Background: an optimization exercise with open tools, aiming at small area. Do not read the settings as production practice.
Only simulation tests tie the RTL to the original design; equivalence was not proved.
No activity file was given, so power comes from the tool's default toggle rates.

==> flow/design.v <==
`timescale 1ns / 1ps
module ALU(
    input [31:0] A,
    input [31:0] B,
    input [3:0] ALU_operation,
    output reg [31:0] res,
    output zero
    );
    assign zero = (res == 0);
    always @(*) begin
        case(ALU_operation)
            4'b0000: res = $signed(A) + $signed(B);
            4'b0001: res = $signed(A) - $signed(B);
            4'b0010: res = A << B[4:0];
            4'b0011: res = ($signed(A) < $signed(B));
            4'b0100: res = ($unsigned(A) < $unsigned(B));
            4'b0101: res = A ^ B;
            4'b0110: res = A >> B[4:0];
            4'b0111: res = $signed(A) >>> B[4:0];
            4'b1000: res = A | B;
            4'b1001: res = A & B;
            default: res = 32'b0;
        endcase
    end
endmodule
`timescale 1ns / 1ps
module Regs(
    input clk,
    input rst,
    input [4:0] Rs1_addr, 
    input [4:0] Rs2_addr, 
    input [4:0] Wt_addr, 
    input [31:0] Wt_data, 
    input RegWrite, 
    output [31:0] Rs1_data, 
    output [31:0] Rs2_data
    );
    reg [31:0] temp [31:0];
    assign Rs1_data = temp[Rs1_addr];
    assign Rs2_data = temp[Rs2_addr];
    always @(negedge clk or posedge rst) begin
        if (rst) begin
            temp [0] <= 32'b0;
            temp [1] <= 32'b0;
            temp [2] <= 32'b0;
            temp [3] <= 32'b0;
            temp [4] <= 32'b0;
            temp [5] <= 32'b0;
            temp [6] <= 32'b0;
            temp [7] <= 32'b0;
            temp [8] <= 32'b0;
            temp [9] <= 32'b0;
            temp [10] <= 32'b0;
            temp [11] <= 32'b0;
            temp [12] <= 32'b0;
            temp [13] <= 32'b0;
            temp [14] <= 32'b0;
            temp [15] <= 32'b0;
            temp [16] <= 32'b0;
            temp [17] <= 32'b0;
            temp [18] <= 32'b0;
            temp [19] <= 32'b0;
            temp [20] <= 32'b0;
            temp [21] <= 32'b0;
            temp [22] <= 32'b0;
            temp [23] <= 32'b0;
            temp [24] <= 32'b0;
            temp [25] <= 32'b0;
            temp [26] <= 32'b0;
            temp [27] <= 32'b0;
            temp [28] <= 32'b0;
            temp [29] <= 32'b0;
            temp [30] <= 32'b0;
            temp [31] <= 32'b0;
        end else begin 
            if (RegWrite) begin
                if (Wt_addr != 5'b00000) begin
                    temp[Wt_addr] <= Wt_data;
                end else begin
                    temp[0] = 32'b0;
                end
            end
        end
    end
endmodule
`timescale 1ns / 1ps
module ImmGen(
    input [31:0] inst_field,
    input [2:0] ImmSel,
    output reg [31:0] Imm_out
    );
    always @(*) begin
        case(ImmSel) 
            3'd0: Imm_out = {{20{inst_field[31]}}, inst_field[31:20]};
            3'd1: Imm_out = {{20{inst_field[31]}}, inst_field[31:25], inst_field[11:7]};
            3'd2: Imm_out = {{19{inst_field[31]}}, inst_field[31], inst_field[7], inst_field[30:25], inst_field[11:8], 1'b0};
            3'd3: Imm_out = {{11{inst_field[31]}}, inst_field[31], inst_field[19:12], inst_field[20], inst_field[30:21], 1'b0};
            3'd4: Imm_out = {inst_field[31:12], 12'b0};
            default: Imm_out = 32'b0;
        endcase
    end
endmodule
`timescale 1ns / 1ps
module ALU_ctrl(
    input [2:0]       Fun3,
    input             Fun7,
    input [1:0]       ALU_op,
    output reg [3:0]  ALU_Control
    );
always @(*) begin
    case(ALU_op) 
    2'b00: ALU_Control = 4'd0;  
    2'b01: begin
        case(Fun3) 
        3'd0: ALU_Control = 4'd5;  
        3'd1: ALU_Control = 4'd5;  
        3'd4: ALU_Control = 4'd3;  
        3'd5: ALU_Control = 4'd3;  
        3'd6: ALU_Control = 4'd4;  
        3'd7: ALU_Control = 4'd4;  
        default: ALU_Control = 4'd10;
        endcase
    end
    2'b10: begin
        case(Fun3)
        3'd0: ALU_Control = Fun7 ? 4'd1 : 4'd0;  
        3'd1: ALU_Control = 4'd2;  
        3'd2: ALU_Control = 4'd3;  
        3'd3: ALU_Control = 4'd4;  
        3'd4: ALU_Control = 4'd5;  
        3'd5: ALU_Control = Fun7 ? 4'd7 : 4'd6;  
        3'd6: ALU_Control = 4'd8;  
        3'd7: ALU_Control = 4'd9;  
        default: ALU_Control = 4'd10;
        endcase
    end
    2'b11: begin
        case(Fun3)
        3'd0: ALU_Control = 4'd0;  
        3'd1: ALU_Control = 4'd2;  
        3'd2: ALU_Control = 4'd3;  
        3'd3: ALU_Control = 4'd4;  
        3'd4: ALU_Control = 4'd5;  
        3'd5: ALU_Control = Fun7 ? 4'd7 : 4'd6;  
        3'd6: ALU_Control = 4'd8;  
        3'd7: ALU_Control =  4'd9;  
        default: ALU_Control = 4'd10;
    endcase
    end
    default: ALU_Control = 4'd10;
    endcase
end
endmodule
`timescale 1ns / 1ps
module main_ctrl(
    input [6:0]       OPcode,
    input [2:0]       Fun3,
    input             Fun7,
    output reg [2:0]  ImmSel,
    output reg        ALUSrc_A,   
    output reg        ALUSrc_B,
    output reg [2:0]  MemtoReg,
    output reg [1:0]  Jump,  
    output reg [2:0]  Branch, 
    output reg        sign,  
    output reg [1:0]  width,
    output reg        RegWrite,
    output reg        MemWrite,  
    output reg        MemRead,  
    output reg [1:0]  ALU_op,
    output reg        CPU_MIO
    );
always @(*) begin
    case(OPcode)
    7'b0110011: begin  
        ImmSel = 3'b000;
        ALUSrc_A = 0;
        ALUSrc_B = 0;
        MemtoReg = 3'b000;
        Jump = 2'b00;
        Branch = 3'b000;
        RegWrite = 1;
        MemWrite = 0;
        MemRead = 0;
        ALU_op = 2'b10;
        CPU_MIO = 0;
        if (Fun3 == 3'b011) begin
            sign = 1;
        end else begin 
            sign = 0;
        end
        width = 2'b00;
    end
    7'b0010011: begin  
        ImmSel = 3'b000;
        ALUSrc_A = 0;
        ALUSrc_B = 1;
        MemtoReg = 3'b000;
        Jump = 2'b00;
        Branch = 3'b000;
        RegWrite = 1;
        MemWrite = 0;
        MemRead = 0;
        ALU_op = 2'b11;
        CPU_MIO = 0;
        if (Fun3 == 3'b011) begin
            sign = 1;
        end else begin 
            sign = 0;
        end
        width = 2'b00;
    end
    7'b0000011: begin  
        ImmSel = 3'b000;
        ALUSrc_A = 0;
        ALUSrc_B = 1;
        MemtoReg = 3'b001;
        Jump = 2'b00;
        Branch = 3'b000;
        RegWrite = 1;
        MemWrite = 0;
        MemRead = 1;
        ALU_op = 2'b00;
        CPU_MIO = 1;
        sign = Fun3[2];
        width = Fun3[1:0];
    end
    7'b1100111: begin  
        ImmSel = 3'b000;
        ALUSrc_A = 0;
        ALUSrc_B = 1;
        MemtoReg = 3'b010;
        Jump = 2'b11;
        Branch = 3'b000;
        RegWrite = 1;
        MemWrite = 0;
        MemRead = 0;
        ALU_op = 2'b00;
        CPU_MIO = 0;
        sign = 0;
        width = 2'b00;
    end
    7'b0100011: begin  
        ImmSel = 3'b001;
        ALUSrc_A = 0;
        ALUSrc_B = 1;
        MemtoReg = 3'b000;
        Jump = 2'b00;
        Branch = 3'b000;
        RegWrite = 0;
        MemWrite = 1;
        MemRead = 0;
        ALU_op = 2'b00;
        CPU_MIO = 1;
        sign = 0;
        width = Fun3[1:0];
    end
    7'b1100011: begin  
        ImmSel = 3'b010;
        ALUSrc_A = 0;
        ALUSrc_B = 0;
        MemtoReg = 3'b000;
        Jump = 2'b00;
        case (Fun3)
        3'b000: begin
            Branch = 3'b100;  
            sign = 0;
        end
        3'b001: begin 
            Branch = 3'b101;  
            sign = 0;
        end
        3'b100: begin 
            Branch = 3'b110;  
            sign = 0;
        end
        3'b101: begin 
            Branch = 3'b111;  
            sign = 0;
        end
        3'b110: begin 
            Branch = 3'b110;  
            sign = 1;
        end
        3'b111: begin 
            Branch = 3'b111;  
            sign = 1;
        end
        default: begin 
            Branch = 3'b000;
            sign = 0;
        end
        endcase
        RegWrite = 0;
        MemWrite = 0;
        MemRead = 0;
        ALU_op = 2'b01;
        CPU_MIO = 0;
        width = 2'b00;
    end
    7'b1101111: begin  
        ImmSel = 3'b011;
        ALUSrc_A = 0;
        ALUSrc_B = 0;
        MemtoReg = 3'b010;
        Jump = 2'b10;
        Branch = 3'b000;
        RegWrite = 1;
        MemWrite = 0;
        MemRead = 0;
        ALU_op = 2'b00;
        CPU_MIO = 0;
        sign = 0;
        width = 2'b00;
    end
    7'b0110111: begin  
        ImmSel = 3'b100;
        ALUSrc_A = 0;
        ALUSrc_B = 1;
        MemtoReg = 3'b011;
        Jump = 2'b00;
        Branch = 3'b000;
        RegWrite = 1;
        MemWrite = 0;
        MemRead = 0;
        ALU_op = 2'b00;
        CPU_MIO = 0;
        sign = 0;
        width = 2'b00;
    end
    7'b0010111: begin  
        ImmSel = 3'b100;
        ALUSrc_A = 1;
        ALUSrc_B = 1;
        MemtoReg = 3'b100;
        Jump = 2'b00;
        Branch = 3'b000;
        RegWrite = 1;
        MemWrite = 0;
        MemRead = 0;
        ALU_op = 2'b00;
        CPU_MIO = 0;
        sign = 0;
        width = 2'b00;
    end
    default: begin
        ImmSel = 3'b000;
        ALUSrc_A = 0;
        ALUSrc_B = 0;
        MemtoReg = 3'b000;
        Jump = 2'b00;
        Branch = 3'b000;
        RegWrite = 0;
        MemWrite = 0;
        MemRead = 0;
        ALU_op = 2'b00;
        CPU_MIO = 0;
        sign = 0;
        width = 2'b00;
    end
    endcase
end
endmodule
`timescale 1ns / 1ps
module SCPU_ctrl(
  input [6:0]       OPcode, 
  input [2:0]       Fun3,
  input             Fun7,
  input             MIO_ready,
  output [2:0]  ImmSel,
  output        ALUSrc_A,
  output        ALUSrc_B,
  output  [2:0]  MemtoReg,
  output  [1:0]  Jump,
  output  [2:0]  Branch,
  output         RegWrite,
  output         MemWrite,
  output         MemRead,
  output  [3:0]  ALU_Control,
  output         CPU_MIO,
  output         sign,
  output  [1:0]  width
);
wire [1:0] ALU_op;
main_ctrl U1(.OPcode(OPcode), .Fun3(Fun3), .Fun7(Fun7), .ImmSel(ImmSel), .ALUSrc_A(ALUSrc_A), .ALUSrc_B(ALUSrc_B), .MemtoReg(MemtoReg), .Jump(Jump), .Branch(Branch), .sign(sign), .width(width), .RegWrite(RegWrite), .MemWrite(MemWrite), .MemRead(MemRead), .ALU_op(ALU_op), .CPU_MIO(CPU_MIO));
ALU_ctrl U2(.ALU_op(ALU_op), .Fun3(Fun3), .Fun7(Fun7), .ALU_Control(ALU_Control));
endmodule
`timescale 1ns / 1ps
module stall(
    input [4:0] IF_ID_rs1,
    input [4:0] IF_ID_rs2,
    input [4:0] ID_EX_rd,
    input       ID_EX_MemRead,
    input       BJ,
    input       ID_EX_RegWrite,
    output      bubble
    );
    assign bubble = (ID_EX_MemRead && ID_EX_rd != 0 && ((ID_EX_rd == IF_ID_rs1) || (ID_EX_rd == IF_ID_rs2))) || (BJ && ID_EX_RegWrite && ID_EX_rd!= 0 && ((ID_EX_rd == IF_ID_rs1) || (ID_EX_rd == IF_ID_rs2)));
endmodule
`timescale 1ns / 1ps
module forwarding(
    input [4:0] EX_MEM_rd,
    input [4:0] MEM_WB_rd,
    input [4:0] ID_EX_rs1,
    input [4:0] ID_EX_rs2,
    input [2:0] EX_MEM_MemtoReg,
    input [2:0] MEM_WB_MemtoReg,
    input       EX_MEM_RegWrite,
    input       MEM_WB_RegWrite,
    input       ID_EX_ALUSrc_A, 
    input       ID_EX_ALUSrc_B, 
    output reg [2:0] forwardA,  
    output reg [2:0] forwardB,  
    output reg [1:0] forwardC  
    );
    always @(*) begin
        if (ID_EX_ALUSrc_A) begin
            forwardA = 3'b011;
        end else begin
            if (EX_MEM_RegWrite == 1 && EX_MEM_rd != 0 && EX_MEM_rd == ID_EX_rs1) begin
                if (EX_MEM_MemtoReg == 3'd3) begin 
                    forwardA = 3'b110;
                end else if (EX_MEM_MemtoReg == 3'd2) begin 
                    forwardA = 3'b100;
                end else begin 
                    forwardA = 3'b001;
                end
            end else if (MEM_WB_RegWrite == 1 && MEM_WB_rd != 0 && MEM_WB_rd == ID_EX_rs1) begin
                if (MEM_WB_MemtoReg == 3'd3) begin 
                    forwardA = 3'b111;
                end else if (MEM_WB_MemtoReg == 3'd2) begin 
                    forwardA = 3'b101;
                end else begin 
                    forwardA = 3'b010;
                end
            end else begin
                forwardA = 3'b000;
            end
        end
        if (ID_EX_ALUSrc_B) begin
            forwardB = 3'b011;
        end else begin
            if (EX_MEM_RegWrite == 1 && EX_MEM_rd != 0 && EX_MEM_rd == ID_EX_rs2) begin
                if (EX_MEM_MemtoReg == 3'd3) begin 
                    forwardB = 3'b110;
                end else if (EX_MEM_MemtoReg == 3'd2) begin 
                    forwardB = 3'b100;
                end else begin 
                    forwardB = 3'b001;
                end
            end else if (MEM_WB_RegWrite == 1 && MEM_WB_rd != 0 && MEM_WB_rd == ID_EX_rs2) begin
                if (MEM_WB_MemtoReg == 3'd3) begin 
                    forwardB = 3'b111;
                end else if (MEM_WB_MemtoReg == 3'd2) begin 
                    forwardB = 3'b101;
                end else begin 
                    forwardB = 3'b010;
                end
            end else begin
                forwardB = 3'b000;
            end
        end
        if (EX_MEM_RegWrite ==1 && EX_MEM_rd != 0 && EX_MEM_rd == ID_EX_rs2) begin 
            forwardC = 2'b01;
        end else if (MEM_WB_RegWrite == 1 && MEM_WB_rd != 0 && MEM_WB_rd == ID_EX_rs2) begin
            forwardC = 2'b10;
        end else begin
            forwardC = 2'b00;
        end
    end
endmodule
`timescale 1ns / 1ps
module SCPU(
    input clk,
    input rst,
    input [31:0] inst_in,
    input [31:0] Data_in,
    output reg [3:0] RAM_mask,
    output reg [31:0] Data_out,
    output reg [31:0] Addr_out,
    output reg        MemWrite,
    output reg [31:0] PC_out
    );
reg [31:0] IF_ID_PC, IF_ID_inst_field;
reg [31:0] ID_EX_PC, ID_EX_rs1_data, ID_EX_rs2_data, ID_EX_imm_data;
reg [4:0]  ID_EX_rs1, ID_EX_rs2, ID_EX_rd;
reg [3:0]  ID_EX_ALU_Control;
reg [2:0]  ID_EX_Branch, ID_EX_MemtoReg;
reg [1:0]  ID_EX_Jump, ID_EX_width;
reg        ID_EX_ALUSrc_A, ID_EX_ALUSrc_B, ID_EX_RegWrite, ID_EX_MemWrite, ID_EX_MemRead, ID_EX_sign;
reg [31:0] EX_MEM_PC, EX_MEM_ALU_out, EX_MEM_rs2_data, EX_MEM_imm_data;
reg [4:0]  EX_MEM_rd;
reg [2:0]  EX_MEM_MemtoReg;
reg [1:0]  EX_MEM_Jump, EX_MEM_width;
reg        EX_MEM_RegWrite, EX_MEM_MemWrite, EX_MEM_sign, EX_MEM_ALU_zero;
reg [31:0] MEM_WB_PC, MEM_WB_ALU_out, MEM_WB_imm_data, MEM_WB_Data_in;
reg [4:0]  MEM_WB_rd;
reg [3:0]  MEM_WB_MemtoReg;
reg [1:0]  MEM_WB_width;
reg        MEM_WB_sign, MEM_WB_RegWrite;
reg [31:0] Wt_data;
wire [31:0] PC_next;
reg  [31:0] PC;
always @(*) begin
    PC_out = PC;
end
always @(posedge clk or posedge rst) begin
    if(rst) begin
        PC <= 32'b0;
        IF_ID_PC <= 32'b0;
        IF_ID_inst_field <= 32'b0;
        ID_EX_PC <= 32'b0;
        ID_EX_rs1 <= 5'b0;
        ID_EX_rs2 <= 5'b0;
        ID_EX_rs1_data <= 32'b0;
        ID_EX_rs2_data <= 32'b0;
        ID_EX_imm_data <= 32'b0;
        ID_EX_rd <= 5'b0;
        ID_EX_ALU_Control <= 4'b0;
        ID_EX_Branch <= 3'b0;
        ID_EX_MemtoReg <= 3'b0;
        ID_EX_Jump <= 2'b0;
        ID_EX_width <= 2'b0;
        ID_EX_ALUSrc_A <= 1'b0;
        ID_EX_ALUSrc_B <= 1'b0;
        ID_EX_RegWrite <= 1'b0;
        ID_EX_MemWrite <= 1'b0;
        ID_EX_MemRead <= 1'b0;
        ID_EX_sign <= 1'b0;
        EX_MEM_PC <= 32'b0;
        EX_MEM_ALU_out <= 32'b0;
        EX_MEM_imm_data <= 32'b0;
        EX_MEM_rd <= 5'b0;
        EX_MEM_rs2_data <= 4'b0;
        EX_MEM_MemtoReg <= 3'b0;
        EX_MEM_Jump <= 2'b0;
        EX_MEM_width <= 2'b0;
        EX_MEM_RegWrite <= 1'b0;
        EX_MEM_MemWrite <= 1'b0;
        EX_MEM_sign <= 1'b0;
        EX_MEM_ALU_zero <= 1'b0;
        MEM_WB_PC <= 32'b0;
        MEM_WB_ALU_out <= 32'b0;
        MEM_WB_imm_data <= 32'b0;
        MEM_WB_Data_in <= 32'b0;
        MEM_WB_rd <= 5'b0;
        MEM_WB_MemtoReg <= 3'b0;
        MEM_WB_width <= 2'b0;
        MEM_WB_sign <= 1'b0;
        MEM_WB_RegWrite <= 1'b0;
    end else begin
        if (bubble) begin 
            ID_EX_ALU_Control <= 4'b0;
            ID_EX_Branch <= 3'b0;
            ID_EX_MemtoReg <= 3'b0;
            ID_EX_Jump <= 2'b0;
            ID_EX_width <= 2'b0;
            ID_EX_ALUSrc_A <= 1'b0;
            ID_EX_ALUSrc_B <= 1'b0;
            ID_EX_RegWrite <= 1'b0;
            ID_EX_MemWrite <= 1'b0;
            ID_EX_MemRead <= 1'b0;
            ID_EX_sign <= 1'b0;
        end else if (BJ) begin
            PC <= PC_next;
            IF_ID_PC <= PC;
            IF_ID_inst_field <= 32'h00000013;
            ID_EX_PC <= IF_ID_PC;
            ID_EX_rs1 <= IF_ID_inst_field[19:15];
            ID_EX_rs2 <= IF_ID_inst_field[24:20];
            ID_EX_rs1_data <= rs1_data;
            ID_EX_rs2_data <= rs2_data;
            ID_EX_imm_data <= imm_data;
            ID_EX_rd <= IF_ID_inst_field[11:7];
            ID_EX_ALU_Control <= ALU_Control;
            ID_EX_Branch <= Branch;
            ID_EX_MemtoReg <= MemtoReg;
            ID_EX_Jump <= Jump;
            ID_EX_width <= width;
            ID_EX_ALUSrc_A <= ALUSrc_A;
            ID_EX_ALUSrc_B <= ALUSrc_B;
            ID_EX_RegWrite <= RegWrite;
            ID_EX_MemWrite <= MemWrite_temp;
            ID_EX_MemRead <= MemRead_temp;
            ID_EX_sign <= sign;
        end else begin 
            PC <= PC_next;
            IF_ID_PC <= PC;
            IF_ID_inst_field <= inst_in;
            ID_EX_PC <= IF_ID_PC;
            ID_EX_rs1 <= IF_ID_inst_field[19:15];
            ID_EX_rs2 <= IF_ID_inst_field[24:20];
            ID_EX_rs1_data <= rs1_data;
            ID_EX_rs2_data <= rs2_data;
            ID_EX_imm_data <= imm_data;
            ID_EX_rd <= IF_ID_inst_field[11:7];
            ID_EX_ALU_Control <= ALU_Control;
            ID_EX_Branch <= Branch;
            ID_EX_MemtoReg <= MemtoReg;
            ID_EX_Jump <= Jump;
            ID_EX_width <= width;
            ID_EX_ALUSrc_A <= ALUSrc_A;
            ID_EX_ALUSrc_B <= ALUSrc_B;
            ID_EX_RegWrite <= RegWrite;
            ID_EX_MemWrite <= MemWrite_temp;
            ID_EX_MemRead <= MemRead_temp;
            ID_EX_sign <= sign;
        end
        EX_MEM_PC <= ID_EX_PC;
        EX_MEM_ALU_out <= ALU_res;
        EX_MEM_rs2_data <= rs2_data_temp;
        EX_MEM_imm_data <= ID_EX_imm_data;
        EX_MEM_rd <= ID_EX_rd;
        EX_MEM_MemtoReg <= ID_EX_MemtoReg;
        EX_MEM_Jump <= ID_EX_Jump;
        EX_MEM_width <= ID_EX_width;
        EX_MEM_RegWrite <= ID_EX_RegWrite;
        EX_MEM_MemWrite <= ID_EX_MemWrite;
        EX_MEM_sign <= ID_EX_sign;
        EX_MEM_ALU_zero <= ALU_zero;
        MEM_WB_PC <= EX_MEM_PC;
        MEM_WB_ALU_out <= EX_MEM_ALU_out;
        MEM_WB_imm_data <= EX_MEM_imm_data;
        MEM_WB_Data_in <= Data_in_temp;
        MEM_WB_rd <= EX_MEM_rd;
        MEM_WB_MemtoReg <= EX_MEM_MemtoReg;
        MEM_WB_width <= EX_MEM_width;
        MEM_WB_sign <= EX_MEM_sign;
        MEM_WB_RegWrite <= EX_MEM_RegWrite;
    end
end
wire [31:0] rs1_data, rs2_data, imm_data;
wire [31:0] reg1_data, reg2_data;
wire [31:0] PC_temp;
wire [31:0] jal_addr, jalr_addr, ALU_res_temp;
wire [3:0]  ALU_Control;
wire [2:0]  Branch;
wire [2:0]  MemtoReg, ImmSel;
wire [1:0]  Jump;
wire [1:0]  width;
wire        ALUSrc_A, ALUSrc_B, RegWrite, MemWrite_temp, MemRead_temp, CPU_MIO_temp, sign, BJ, Branch_temp;
assign BJ = (Jump[1] | Branch[2]);
wire [31:0] EX_MEM_result = (EX_MEM_MemtoReg == 3'd1) ? Data_in_temp :
                            (EX_MEM_MemtoReg == 3'd3) ? EX_MEM_imm_data :
                            (EX_MEM_MemtoReg == 3'd2) ? EX_MEM_PC + 4 : EX_MEM_ALU_out;
assign reg1_data = (BJ && EX_MEM_RegWrite && EX_MEM_rd != 0 && (EX_MEM_rd == IF_ID_inst_field[19:15])) ? EX_MEM_result : rs1_data;
assign reg2_data = (BJ && EX_MEM_RegWrite && EX_MEM_rd != 0 && (EX_MEM_rd == IF_ID_inst_field[24:20])) ? EX_MEM_result : rs2_data;
assign jal_addr = IF_ID_PC + imm_data;
assign jalr_addr = reg1_data + imm_data;
assign ALU_res_temp = 
(ALU_Control == 4'd5) ? (reg1_data ^ reg2_data) :
(ALU_Control == 4'd4) ? (reg1_data < reg2_data) :
($signed(reg1_data) < $signed(reg2_data));
assign Branch_temp = Branch[2] && ( ((ALU_res_temp == 32'b0) && (Branch[1:0] == 2'b00)) || ((ALU_res_temp != 32'b0) && (Branch[1:0] == 2'b01)) || ((ALU_res_temp[0] == 1) && (Branch[1:0] == 2'b10)) || ((ALU_res_temp[0] == 0) && (Branch[1:0] == 2'b11)));
assign PC_temp = BJ ? PC : PC + 4;
assign PC_next = Jump[1] ? (Jump[0] ? jalr_addr : jal_addr) : (Branch_temp ? (IF_ID_PC + imm_data) : PC_temp);
Regs U1(
    .clk(clk),
    .rst(rst),
    .RegWrite(MEM_WB_RegWrite),
    .Rs1_addr(IF_ID_inst_field[19:15]),
    .Rs2_addr(IF_ID_inst_field[24:20]),
    .Wt_addr(MEM_WB_rd),
    .Wt_data(Wt_data),
    .Rs1_data(rs1_data),
    .Rs2_data(rs2_data)
);
SCPU_ctrl U2(
    .OPcode(IF_ID_inst_field[6:0]),
    .Fun3(IF_ID_inst_field[14:12]),
    .Fun7(IF_ID_inst_field[30]),
    .MIO_ready(1'b0),
    .ImmSel(ImmSel),
    .ALUSrc_A(ALUSrc_A),
    .ALUSrc_B(ALUSrc_B),
    .MemtoReg(MemtoReg),
    .Jump(Jump),
    .Branch(Branch),
    .RegWrite(RegWrite),
    .MemWrite(MemWrite_temp),
    .MemRead(MemRead_temp),
    .ALU_Control(ALU_Control),
    .CPU_MIO(CPU_MIO_temp),
    .sign(sign),
    .width(width)
);
ImmGen U3(
    .inst_field(IF_ID_inst_field),
    .ImmSel(ImmSel),
    .Imm_out(imm_data)
);
wire bubble;
stall U6(
    .IF_ID_rs1(IF_ID_inst_field[19:15]),
    .IF_ID_rs2(IF_ID_inst_field[24:20]),
    .ID_EX_rd(ID_EX_rd),
    .ID_EX_MemRead(ID_EX_MemRead),
    .BJ(BJ),
    .ID_EX_RegWrite(ID_EX_RegWrite),
    .bubble(bubble)
);
wire [31:0] ALU_A, ALU_B, ALU_res;
wire [31:0] rs2_data_temp;
wire        ALU_zero;
wire [2:0] forwardA, forwardB;
wire [1:0] forwardC;
forwarding U5(
    .EX_MEM_rd(EX_MEM_rd),
    .MEM_WB_rd(MEM_WB_rd),
    .ID_EX_rs1(ID_EX_rs1),
    .ID_EX_rs2(ID_EX_rs2),
    .EX_MEM_RegWrite(EX_MEM_RegWrite),
    .EX_MEM_MemtoReg(EX_MEM_MemtoReg),
    .MEM_WB_RegWrite(MEM_WB_RegWrite),
    .MEM_WB_MemtoReg(MEM_WB_MemtoReg),
    .ID_EX_ALUSrc_A(ID_EX_ALUSrc_A),
    .ID_EX_ALUSrc_B(ID_EX_ALUSrc_B),
    .forwardA(forwardA),
    .forwardB(forwardB),
    .forwardC(forwardC)
);
assign ALU_A = forwardA[2] ? (forwardA[1] ? (forwardA[0] ? MEM_WB_imm_data : EX_MEM_imm_data) : (forwardA[0] ? MEM_WB_PC + 4 : EX_MEM_PC + 4)) : (forwardA[1] ? (forwardA[0] ? ID_EX_PC : Wt_data) : (forwardA[0] ? EX_MEM_ALU_out : ID_EX_rs1_data));
assign ALU_B = forwardB[2] ? (forwardB[1] ? (forwardB[0] ? MEM_WB_imm_data : EX_MEM_imm_data) : (forwardB[0] ? MEM_WB_PC + 4 : EX_MEM_PC + 4)) : (forwardB[1] ? (forwardB[0] ? ID_EX_imm_data : Wt_data) : (forwardB[0] ? EX_MEM_ALU_out : ID_EX_rs2_data));
assign rs2_data_temp = forwardC[1] ? (forwardC[0] ? 32'b0 : Wt_data) : (forwardC[0] ? EX_MEM_result : ID_EX_rs2_data);
ALU U4(
    .A(ALU_A),
    .B(ALU_B),
    .ALU_operation(ID_EX_ALU_Control),
    .res(ALU_res),
    .zero(ALU_zero)
);
always @(*) begin
    Addr_out = EX_MEM_ALU_out;
    MemWrite = EX_MEM_MemWrite;
    Data_out = 32'b0;
    RAM_mask = 4'b0000;
    if({EX_MEM_sign, EX_MEM_width} == 3'd0) begin
        case(EX_MEM_ALU_out[1:0])
            2'd0: begin
                Data_out = {24'b0, EX_MEM_rs2_data[7:0]};
                RAM_mask = 4'b0001;
            end
            2'd1: begin
                Data_out = {16'b0, EX_MEM_rs2_data[7:0], 8'b0};
                RAM_mask = 4'b0010;
            end
            2'd2: begin
                Data_out = {8'b0, EX_MEM_rs2_data[7:0], 16'b0};
                RAM_mask = 4'b0100;
            end
            2'd3: begin
                Data_out = {EX_MEM_rs2_data[7:0], 24'b0};
                RAM_mask = 4'b1000;
            end
            default: begin
                Data_out = 32'b0;
                RAM_mask = 4'b0000;
            end
        endcase
    end else if ({EX_MEM_sign, EX_MEM_width} == 3'd1) begin
        case(EX_MEM_ALU_out[1:0])
            2'd0: begin
                Data_out = {16'b0, EX_MEM_rs2_data[15:0]};
                RAM_mask = 4'b0011;
            end
            2'd1: begin
                Data_out = {8'b0, EX_MEM_rs2_data[15:0], 8'b0};
                RAM_mask = 4'b0110;
            end
            2'd2: begin
                Data_out = {EX_MEM_rs2_data[15:0], 16'b0};
                RAM_mask = 4'b1100;
            end
            default: begin
                Data_out = 32'b0;
                RAM_mask = 4'b0000;
            end
        endcase
    end else if ({EX_MEM_sign, EX_MEM_width} == 3'd2) begin
        Data_out = EX_MEM_rs2_data;
        RAM_mask = 4'b1111;
    end
end
reg [31:0] Data_in_temp;
always @(*) begin 
    case({EX_MEM_sign, EX_MEM_width, EX_MEM_ALU_out[1:0]})
        {3'd0, 2'd0}: Data_in_temp = {{24{Data_in[7]}}, Data_in[7:0]};
        {3'd0, 2'd1}: Data_in_temp = {{24{Data_in[15]}}, Data_in[15:8]};
        {3'd0, 2'd2}: Data_in_temp = {{24{Data_in[23]}}, Data_in[23:16]};
        {3'd0, 2'd3}: Data_in_temp = {{24{Data_in[31]}}, Data_in[31:24]}; 
        {3'd1, 2'd0}: Data_in_temp = {{16{Data_in[15]}}, Data_in[15:0]};
        {3'd1, 2'd1}: Data_in_temp = {{16{Data_in[23]}}, Data_in[23:8]};
        {3'd1, 2'd2}: Data_in_temp = {{16{Data_in[31]}}, Data_in[31:16]};
        {3'd2, 2'd0}: Data_in_temp = Data_in;
        {3'd4, 2'd0}: Data_in_temp = {{24{1'b0}}, Data_in[7:0]};
        {3'd4, 2'd1}: Data_in_temp = {{24{1'b0}}, Data_in[15:8]};
        {3'd4, 2'd2}: Data_in_temp = {{24{1'b0}}, Data_in[23:16]};
        {3'd4, 2'd3}: Data_in_temp = {{24{1'b0}}, Data_in[31:24]};
        {3'd5, 2'd0}: Data_in_temp = {{16{1'b0}}, Data_in[15:0]};
        {3'd5, 2'd1}: Data_in_temp = {{16{1'b0}}, Data_in[23:8]};
        {3'd5, 2'd2}: Data_in_temp = {{16{1'b0}}, Data_in[31:16]};
        default: Data_in_temp = 32'b0;
    endcase
end
always @(*) begin
    case(MEM_WB_MemtoReg) 
        3'd0: Wt_data = MEM_WB_ALU_out;
        3'd1: Wt_data = MEM_WB_Data_in;
        3'd2: Wt_data = MEM_WB_PC + 4;
        3'd3: Wt_data = MEM_WB_imm_data;
        3'd4: Wt_data = MEM_WB_ALU_out;
        default: Wt_data = 32'b0;
    endcase
end
endmodule
==> flow/run.sh <==
#!/bin/bash
# synth_recipe.tcl (not shown) runs the flow's synth.tcl, then flattens the netlist and writes it again
# the make line also repeats each setting of config.mk as NAME=value (left out here)
make -C /OpenROAD-flow-scripts/flow DESIGN_CONFIG=/design/flow/config.mk WORK_HOME=/design/flow/orfs CLKGATE_MAP_FILE= SYNTH_SCRIPT=/design/flow/synth_recipe.tcl finish
==> flow/config.mk <==
export PLATFORM = sky130hd
export DESIGN_NAME = SCPU
export DESIGN_NICKNAME = SCPU
export VERILOG_FILES = /design/flow/design.v
export SDC_FILE = /design/flow/constraint.sdc
export NUM_CORES = 4
export LEC_CHECK = 0
export CAP_MARGIN = 20
export CORE_MARGIN = 2
export CORE_UTILIZATION = 40
export PLACE_DENSITY = 0.6
export SLEW_MARGIN = 20
==> flow/constraint.sdc <==
create_clock -name core_clock -period 15.0 [get_ports {clk}]
set_input_delay 3.0000 -clock core_clock [delete_from_list [all_inputs] [get_ports {clk}]]
set_output_delay 3.0000 -clock core_clock [all_outputs]
set_load 0.01 [all_outputs]
==> run summary <==
==> layer usage <==
metal	global-route usage	vias up
li1	-	36580
met1	0.5406	44540
met2	0.5667	8254
met3	0.1829	2318
met4	0.2766	42
met5	0.006057	-
==> sequential cells by signal, indices dropped and copies added (netlist names), 5 cells and up <==
signal and count:
ID_EX_rs1 5, MEM_WB_ALU_out 32, ID_EX_rs2 5, IF_ID_inst_field 32, MEM_WB_imm_data 32, ID_EX_PC 32
PC 32, IF_ID_PC 32, EX_MEM_PC 32, EX_MEM_ALU_out 32, EX_MEM_rs2_data 32, ID_EX_rd 5
U1.temp 1024, EX_MEM_imm_data 32, ID_EX_rs2_data 32, ID_EX_imm_data 32, MEM_WB_Data_in 32, MEM_WB_rd 5
ID_EX_rs1_data 32, MEM_WB_PC 32, EX_MEM_rd 5
==> worst paths after layout <==
| path | from | end | slack, ns | cells past startpoint |
|---|---|---|---|---|
| setup / recovery | U1.temp[11][31] | PC[13] | 0.77 | 20 |
| setup reg to reg | U1.temp[11][31] | PC[13] | 0.77 | 20 |
| min in group asynchronous | rst | ID_EX_rs2_data[26] | 3.36 | 3 |
| hold / removal | ID_EX_width[0] | EX_MEM_width[0] | 0.35 | 0 |
| hold reg to reg | ID_EX_width[0] | EX_MEM_width[0] | 0.35 | 0 |
| max in group asynchronous | rst | U1.temp[22][18] | 3.34 | 3 |
==> power by group through the flow <==
stage,combinational [W],sequential [W],clock [W]
final,0.00373,0.00556,0.00471
after CTS,0.00357,0.00552,0.00469
after global placement,0.00353,0.00557,0
after global routing,0.00391,0.00560,0.00486
after detailed placement,0.00356,0.00558,0
after floorplan,0.00221,0.00526,0
==> kinds of logic (layout without fill, tap and decap cells) <==
logic type,Yosys count,count (layout),share of synthesized area
adder cells (fa/ha/maj),210,210,0.02998
flip-flops,1556,1556,0.4392
multiplexers,300,300,0.03664
AO/OA/AOI/OAI,3515,3515,0.2693
AND/OR/NAND/NOR,3327,3327,0.1641
other,0,36,0
XOR/XNOR,167,167,0.01650
buffers and inverters,990,923,0.04428
==> synthesized netlist by cell type, drive strengths merged (111+ instances only) <==
cell	instances	area [um^2]
nand2	1353	5115
nor2	1142	4297
a21oi	1037	5201
dfrtn	1024	25620
clkbuf	698	2621
o21ai	613	3102
dfrtp	532	13310
a22oi	378	2838
a221oi	360	3177
a22o	342	2995
nand3	216	1081
mux2i	211	2190
ha	206	2577
nand4	175	1095
inv	149	561.8
buf	142	738.2
nor3	111	601.8
==> metrics by stage <==
| stage | std cells | utilization | area [um^2] | hold WS, ns |
|---|---|---|---|---|
| 2_1_floorplan | 10070 | - | 88650 | 0.3312 |
| 3_3_place_gp | 12630 | 0.4268 | 93870 | 0.3392 |
| 3_5_place_dp | 12630 | 0.4268 | 93870 | 0.3363 |
| 4_1_cts | 12950 | 0.4550 | 100100 | 0.3484 |
| 5_1_grt | 12960 | 0.4554 | 100200 | 0.3719 |
| 6_report | 12990 | 0.4557 | 100200 | 0.3502 |
==> worst reg2reg max path: cells and delay by family (launching register included) <==
kind,cells,cell delay [ns]
AOI/OAI and AO/OA,11,3.10
adders and majority gates,1,0.42
buffers and inverters,2,0.38
DFF,1,0.36
muxes,1,0.41
and+or+nand+nor,5,2.06
==> final cells by class <==
class                      instances  share of cell area
clock buffer                     255             0.05194
sequential                      1556              0.3885
timing repair buffer             453             0.03943
antenna                           36           0.0008988
tap                             2958             0.03692
inverter                         150            0.005680
clock inverter                    65            0.009886
multi-input combinational       7519              0.4667
==> qor.yml <==
run_status:
  status: "no timing/DRC/antenna violations"
cells_and_area:
  layout_common_cells: "1,336 x nand2_1, 1,054 x nor2_1, 1,031 x a21oi_1"
  seqCellArea_mm2: 0.03894
  layout_commonest_cell: "nand2_1"
  fillCellCount: 21260
  multi_input_area_mm2: 0.04678
  drive_above_1_share: 0.09042
  area_growth_pct: 13.07
  nNetsFinal: 10130
power_and_ir_drop:
  leakage_nw: 43.54
  switching_share: 0.3750
  p_seq_frac: 0.397
  p_sw_w: 0.005251
  internal-power_w: 0.008752
  pwr-share-clk: 0.337
  p_per_area_mw_per_mm2: 139.7
  power.share.combinational: 0.266
  power.total_w: 0.01400
  vdd_drop_max_mv: 0.1389
sta:
  slew_viol_final: 0
  hold_viol_final: 0
  rsz0062_at_grt: "false"
  fin_setup_tns_ns: 0
  setup_ws_ns: 0.7719
  final-setup-viol-count: 0
  relSlewSlack: 0.07314
  finClkSkew_ns: 0.1295
  worst_pin_slew_ns: 1.387
route:
  vias: 91730
  postRouteWirelength_um: 487700
  avgViaCountPerCell: 7.061
  wl_per_cell_um: 37.54
  dr_wl_met3_um: 76780
  top_layer: "met5"
  wl_met2_um: 189600
  wl_met1_um: 178800
  drt-initial-drc-count: 16290
  drtPass1Iterations: 10
  drc: 0
  antenna_left: 0
synth:
  syn_area_mm2: 0.08865
  ys_async_sr_fraction: 1.000
  postSynthCellCount: 10070
  yosys.cell_types.count: 119
  ys_ff_latch: 1556
  ys.flop_type: "dfrtn_1"
  yosys_warnings: 9
  synth_area_per_cell_um2: 8.808
  synth_fp_nets: 10340
  yosysSeqAreaShare: 0.4392
  synth_edf_count: 0
run:
  maxCapViolations: 0
worst_setup_path:
  crit_fanout: 21
  crit_type: "reg2reg"
  crit_chain: "a22o_1, a221oi_1, nand3_1, o32a_1, mux2i_1, inv_1, ha_1, nand2_1, nor4_1, and2_1, a211oi_1, a21boi_0, a211o_1, a21oi_1, o221a_2, o221ai_1, buf_4, nand2_1, o311ai_0, a22o_1"
  critPathLaunchType: "register"
  slowest_stage: "nor4_1"
  cp_data_required_time_ns: 15.81
  max_stage_delay_ns: 0.71
  cp-end-kind: "register"
  crit_arrival_ns: 15.03
  crit_buf_inv: 2
  path_delay_family: "compound AO/OA/AOI/OAI gates"
min_path:
  hp-class: "reg2reg"
die:
  core_area_mm2: 0.2199
  die_h_um: 474.8
  die_x_um: 474.8
  io_pins: 167
  die-area_mm2: 0.2254
  rows: 172
  start_util: 0.4031
placed_design:
  io_buffers: 166
  dp_worst_setup_slack_ns: 1.156
  place_congestion: 1.044
  dpl.hpwl_um: 311400
clock_tree:
  hold_buffers: 0
  cts_buffers: 176
  ctsResizeCount: 0
  cts_tree: "done"
  clock_sinks: 1556
  clk-insertion-delay-late_ns: 0.90
  cts_setup_buffers: 0
  cts_root_buffer: "clkbuf_16"
  cts.clk_slew.worst_paths_ns: 0.06
  htreeDepth: 4
  cts_buffer_depth: 3
global_routing:
  antenna_found_initial: 34
  grtUsageTotal: 0.4204
  grt_pass1_vias: 84650
  grt_overflow_total: 0
  grt_max_degree: 162
  grt_pass1_wl_um: 670000
